From an optimization exercise on the open Yosys and OpenROAD flow, aimed at small area and a short achievable clock period; shortcuts taken in it are not production practice. The flow treats the clock pin as an ideal source, which a real chip does not have.

==> module axis_master, before the edit <==
module axis_master(
    input logic bk_start,
    input logic [31:0] bk_data,
    input logic [3:0] bk_tstrb,
    input logic [3:0] bk_tkeep,
    input logic [1:0] bk_tid,
    input logic [1:0] bk_user,
    output logic bk_nordy,
    output logic bk_done,
    input axi_aclk,
    input axi_aresetn,
    output logic axis_tvalid,
    output logic [31:0] axis_tdata,
    output logic [3:0] axis_tstrb,
    output logic [3:0] axis_tkeep,
    output logic axis_tlast,
    output logic [1:0] axis_tid,
    output logic [1:0] axis_tuser,
    input axis_tready
);
    localparam DEPTH = 8, WIDTH = 44;
    logic [WIDTH - 1:0] fifo [DEPTH - 1:0];
    logic [WIDTH - 1:0] din, o_q, o_n;
    logic [7:0] d_q, d_n, w_q, w_n, cnt_q, cnt_n, nx_q, nx_n;
    logic s_q, v_q, l_q, nordy_q, v_n;
    logic full, wr, rd, hold;
    assign din = {bk_data, bk_tstrb, bk_tkeep, bk_tid, bk_user};
    assign full = (d_q == 8'd8);
    assign wr   = bk_start & ~full;
    assign rd   = s_q & v_q & axis_tready;
    logic [7:0] d_inc, d_dec, w_inc;
    logic d_is0, d_is1, d_is2, d_is255, w_is0, w_is1, w_is255;
    logic gt1_inc, gt1_dec, gt1_same, v_inc, v_dec, v_same0, v_same1, v_clr;
    logic [7:0] nx_rot;
    logic [2:0] dl;
    assign d_inc = d_q + 8'd1;
    assign d_dec = d_q - 8'd1;
    assign w_inc = w_q + 8'd1;
    assign d_is0   = (d_q == 8'd0);
    assign d_is1   = (d_q == 8'd1);
    assign d_is2   = (d_q == 8'd2);
    assign d_is255 = (d_q == 8'd255);
    assign w_is0   = (w_q == 8'd0);
    assign w_is1   = (w_q == 8'd1);
    assign w_is255 = (w_q == 8'd255);
    assign gt1_same = ~d_is0 & ~d_is1;
    assign gt1_inc  = ~d_is0 & ~d_is255;
    assign gt1_dec  = ~d_is1 & ~d_is2;
    assign v_inc    = gt1_inc | (d_is0 & w_is0 & ~v_q);    
    assign v_dec    = gt1_dec;                             
    assign v_same0  = gt1_same | (d_is1 & w_is1 & ~v_q);   
    assign v_same1  = gt1_same;                            
    assign v_clr    = ~w_is255;                            
    always_comb begin
        if (l_q) begin
            w_n = wr ? w_inc : 8'd0;
            d_n = wr ? w_inc : 8'd0;
            v_n = wr & v_clr;
        end
        else begin
            w_n = wr ? w_inc : w_q;
            case ({wr, rd})
                2'b10:   begin d_n = d_inc; v_n = v_inc;   end
                2'b01:   begin d_n = d_dec; v_n = v_dec;   end
                2'b11:   begin d_n = d_q;   v_n = v_same1; end
                default: begin d_n = d_q;   v_n = v_same0; end
            endcase
        end
    end
    assign nx_rot = {nx_q[6:0], nx_q[7]};
    always_comb begin
        if (~v_q)      nx_n = 8'b0000_0001;
        else if (~s_q) nx_n = 8'b0000_0010;
        else if (rd)   nx_n = nx_rot;
        else           nx_n = nx_q;
    end
    assign cnt_n = (s_q & ~axis_tready) ? cnt_q + 8'd1 : 8'd0;
    logic en_b, en_h, en_m;
    logic [DEPTH - 1:0] sel;
    logic g, dl0, dl1, sv, x0, x1, y0, y1;
    assign dl   = d_q[2:0];
    assign dl0  = (dl == 3'd0);
    assign dl1  = (dl == 3'd1);
    assign sv   = s_q & v_q;
    assign x0   = ~full & (d_is255 | dl0);
    assign x1   = ~full & (sv ? dl1 : (d_is255 | dl0));
    assign y0   = ~full & dl0 & ~d_is255;
    assign y1   = ~full & (sv ? dl1 : (dl0 & ~d_is255));
    assign hold = s_q & ~axis_tready;
    assign g    = v_q & ~(bk_start & (axis_tready ? x1 : x0));
    assign en_b = v_q & bk_start & (axis_tready ? y1 : y0);
    assign en_h = g & hold;
    assign en_m = g & ~hold;
    assign sel  = nx_q & {DEPTH{en_m}};
    always_comb begin
        o_n = (din & {WIDTH{en_b}}) | (o_q & {WIDTH{en_h}});
        for (int i = 0; i < DEPTH; i++)
            o_n = o_n | (fifo[i] & {WIDTH{sel[i]}});
    end
    always_ff @(posedge axi_aclk) begin
        if (wr) fifo[w_q[2:0]] <= din;
    end
    always_ff @(posedge axi_aclk or negedge axi_aresetn) begin
        if (~axi_aresetn) begin
            d_q     <= 8'd0;
            w_q     <= 8'd0;
            cnt_q   <= 8'd0;
            nx_q    <= 8'b0000_0001;
            s_q     <= 1'b0;
            v_q     <= 1'b0;
            l_q     <= 1'b0;
            nordy_q <= 1'b0;
            o_q     <= '0;
        end
        else begin
            d_q     <= d_n;
            w_q     <= w_n;
            cnt_q   <= cnt_n;
            nx_q    <= nx_n;
            s_q     <= v_q;
            v_q     <= v_n;
            l_q     <= v_q & ~v_n;
            nordy_q <= s_q & ~axis_tready & (cnt_q >= 8'd4) & (cnt_q != 8'd255);
            o_q     <= o_n;
        end
    end
    assign axis_tvalid = s_q;
    assign axis_tlast  = l_q;
    assign bk_done     = l_q;
    assign bk_nordy    = nordy_q;
    assign {axis_tdata, axis_tstrb, axis_tkeep, axis_tid, axis_tuser} = o_q;
endmodule
Settings: LEC_CHECK=0, CAP_MARGIN=20, CORE_MARGIN=2, CORE_UTILIZATION=40, CTS_CLUSTER_DIAMETER=120, CTS_CLUSTER_SIZE=25, SETUP_SLACK_MARGIN=3.0, SLEW_MARGIN=20; clock period 5.0 ns.
standard.sh (not shown) runs the stock make flow with config.mk's settings and CLKGATE_MAP_FILE= SYNTH_SCRIPT=/design/flow/synth_recipe.tcl, a recipe that flattens the netlist after the stock synthesis.
==> flow/flow/run.sh <==
#!/bin/bash
# Standard ORFS layout, with one change to the clock tree: after CTS the root
# buffer between the clock port and the first level of clock buffers is
# removed, so the port drives those (two) buffers directly and every
# register's clock passes through two buffers instead of three. Each tool's
# output goes to a log file in this folder.
set -euo pipefail
R=orfs/results/sky130hd/axis_master/base
OPENROAD=$(command -v openroad || echo "$FLOW_HOME/../tools/install/OpenROAD/bin/openroad")
bash standard.sh cts > make_to_cts.log 2>&1
IN_ODB=$R/4_cts.odb OUT_ODB=$R/4_cts.odb "$OPENROAD" -no_init -exit flow/clkroot.tcl > clkroot.log 2>&1
bash standard.sh finish > make_finish.log 2>&1
==> flow/flow/clkroot.tcl <==
# Drive the first level of clock buffers straight from the clock port:
# remove the single root buffer CTS puts between the port and them, so the
# clock reaches every register through two buffers instead of three.
# Usage: openroad -exit clkroot.tcl with IN_ODB, OUT_ODB set.
read_db $::env(IN_ODB)
set block [ord::get_db_block]
set port_net [$block findNet axi_aclk]
set roots {}
foreach it [$port_net getITerms] {
  lappend roots [$it getInst]
}
if {[llength $roots] != 1} {
  puts "clkroot: port drives [llength $roots] cells, leaving the tree as it is"
} else {
  set root [lindex $roots 0]
  set rnet [[$root findITerm X] getNet]
  set loads {}
  foreach it [$rnet getITerms] {
    if {[$it isInputSignal]} { lappend loads $it }
  }
  if {[llength $loads] > 4} {
    puts "clkroot: root drives [llength $loads] pins, leaving the tree as it is"
  } else {
    foreach it $loads {
      $it disconnect
      $it connect $port_net
    }
    [$root findITerm A] disconnect
    [$root findITerm X] disconnect
    odb::dbInst_destroy $root
    odb::dbNet_destroy $rnet
    puts "clkroot: removed [$root getName]; port now drives [llength $loads] buffers"
  }
}
write_db $::env(OUT_ODB)
The starting point completed with no timing, DRC or antenna violations.
Next try:
--- a/flow/design.v
+++ b/flow/design.v
@@ -22,13 +22,16 @@
     logic [WIDTH - 1:0] fifo [DEPTH - 1:0];
     logic [WIDTH - 1:0] din, o_q, o_n;
     logic [7:0] d_q, d_n, w_q, w_n, cnt_q, cnt_n, nx_q, nx_n;
     logic s_q, v_q, l_q, nordy_q, v_n;
-    logic full, wr, rd, hold;
+    logic s_n_q, l_n_q, ss, ll;
+    assign ss = ~s_n_q;
+    assign ll = ~l_n_q;
+    logic full, wr, rd, byp, hold, show;
     assign din = {bk_data, bk_tstrb, bk_tkeep, bk_tid, bk_user};
     assign full = (d_q == 8'd8);
     assign wr   = bk_start & ~full;
-    assign rd   = s_q & v_q & axis_tready;
+    assign rd   = ss & v_q & axis_tready;
     logic [7:0] d_inc, d_dec, w_inc;
     logic d_is0, d_is1, d_is2, d_is255, w_is0, w_is1, w_is255;
     logic gt1_inc, gt1_dec, gt1_same, v_inc, v_dec, v_same0, v_same1, v_clr;
     logic [7:0] nx_rot;
@@ -51,9 +54,9 @@
     assign v_same0  = gt1_same | (d_is1 & w_is1 & ~v_q);   
     assign v_same1  = gt1_same;                            
     assign v_clr    = ~w_is255;                            
     always_comb begin
-        if (l_q) begin
+        if (ll) begin
             w_n = wr ? w_inc : 8'd0;
             d_n = wr ? w_inc : 8'd0;
             v_n = wr & v_clr;
         end
@@ -69,29 +72,22 @@
     end
     assign nx_rot = {nx_q[6:0], nx_q[7]};
     always_comb begin
         if (~v_q)      nx_n = 8'b0000_0001;
-        else if (~s_q) nx_n = 8'b0000_0010;
+        else if (~ss) nx_n = 8'b0000_0010;
         else if (rd)   nx_n = nx_rot;
         else           nx_n = nx_q;
     end
-    assign cnt_n = (s_q & ~axis_tready) ? cnt_q + 8'd1 : 8'd0;
+    assign cnt_n = (ss & ~axis_tready) ? cnt_q + 8'd1 : 8'd0;
     logic en_b, en_h, en_m;
     logic [DEPTH - 1:0] sel;
-    logic g, dl0, dl1, sv, x0, x1, y0, y1;
     assign dl   = d_q[2:0];
-    assign dl0  = (dl == 3'd0);
-    assign dl1  = (dl == 3'd1);
-    assign sv   = s_q & v_q;
-    assign x0   = ~full & (d_is255 | dl0);
-    assign x1   = ~full & (sv ? dl1 : (d_is255 | dl0));
-    assign y0   = ~full & dl0 & ~d_is255;
-    assign y1   = ~full & (sv ? dl1 : (dl0 & ~d_is255));
-    assign hold = s_q & ~axis_tready;
-    assign g    = v_q & ~(bk_start & (axis_tready ? x1 : x0));
-    assign en_b = v_q & bk_start & (axis_tready ? y1 : y0);
-    assign en_h = g & hold;
-    assign en_m = g & ~hold;
+    assign byp  = wr & (rd ? (dl == 3'd1) : (dl == 3'd0));
+    assign hold = ss & ~axis_tready;
+    assign show = v_q & ~(d_is255 & wr & ~rd);
+    assign en_b = show & byp;
+    assign en_h = show & ~byp & hold;
+    assign en_m = show & ~byp & ~hold;
     assign sel  = nx_q & {DEPTH{en_m}};
     always_comb begin
         o_n = (din & {WIDTH{en_b}}) | (o_q & {WIDTH{en_h}});
         for (int i = 0; i < DEPTH; i++)
@@ -106,8 +102,10 @@
             w_q     <= 8'd0;
             cnt_q   <= 8'd0;
             nx_q    <= 8'b0000_0001;
             s_q     <= 1'b0;
+            s_n_q   <= 1'b1;
+            l_n_q   <= 1'b1;
             v_q     <= 1'b0;
             l_q     <= 1'b0;
             nordy_q <= 1'b0;
             o_q     <= '0;
@@ -117,11 +115,13 @@
             w_q     <= w_n;
             cnt_q   <= cnt_n;
             nx_q    <= nx_n;
             s_q     <= v_q;
+            s_n_q   <= ~v_q;
+            l_n_q   <= ~(v_q & ~v_n);
             v_q     <= v_n;
             l_q     <= v_q & ~v_n;
-            nordy_q <= s_q & ~axis_tready & (cnt_q >= 8'd4) & (cnt_q != 8'd255);
+            nordy_q <= ss & ~axis_tready & (cnt_q >= 8'd4) & (cnt_q != 8'd255);
             o_q     <= o_n;
         end
     end
     assign axis_tvalid = s_q;
What happened: Clock-buffer cell count fell by 1. Wire length fell by 2.8%. Fmax rose by 14%. Area after synthesis fell by 0.79%. Utilization fell by 0.91 points.
No functional check of the RTL was part of any run of this note.

-- static timing again, ports no longer ideal --
The flow's constraints put no driver on any port. The routed layouts listed below were extracted and timed again, unchanged, in two steps.
Step 1 assumes that a clkbuf_16 drives the clock port and a buf_2 every other input.
Step 2 adds t to the input delays and takes it off the output delays; t is the mean of the earliest and latest rising clock arrival at the registers after step 1. Input paths then give back, and output paths get back, about the clock's delay inside the block.
Three values: ideal, step 1, step 2; two values: the first two.
run | t, ns | setup WS [ns] | worst setup path after step 2 | slew at the worst register clock pin (ns)
the first run | 0.477 | 2.500 / 2.500 / 2.164 | input to register | 0.11 / 0.11
the second run | 0.472 | 2.799 / 2.799 / 2.358 | input to register | 0.11 / 0.11
After both steps every run listed still meets setup and hold. The setup slack of the second run, which loses most, moves by 0.000 ns with the drivers and by -0.441 ns with both steps.
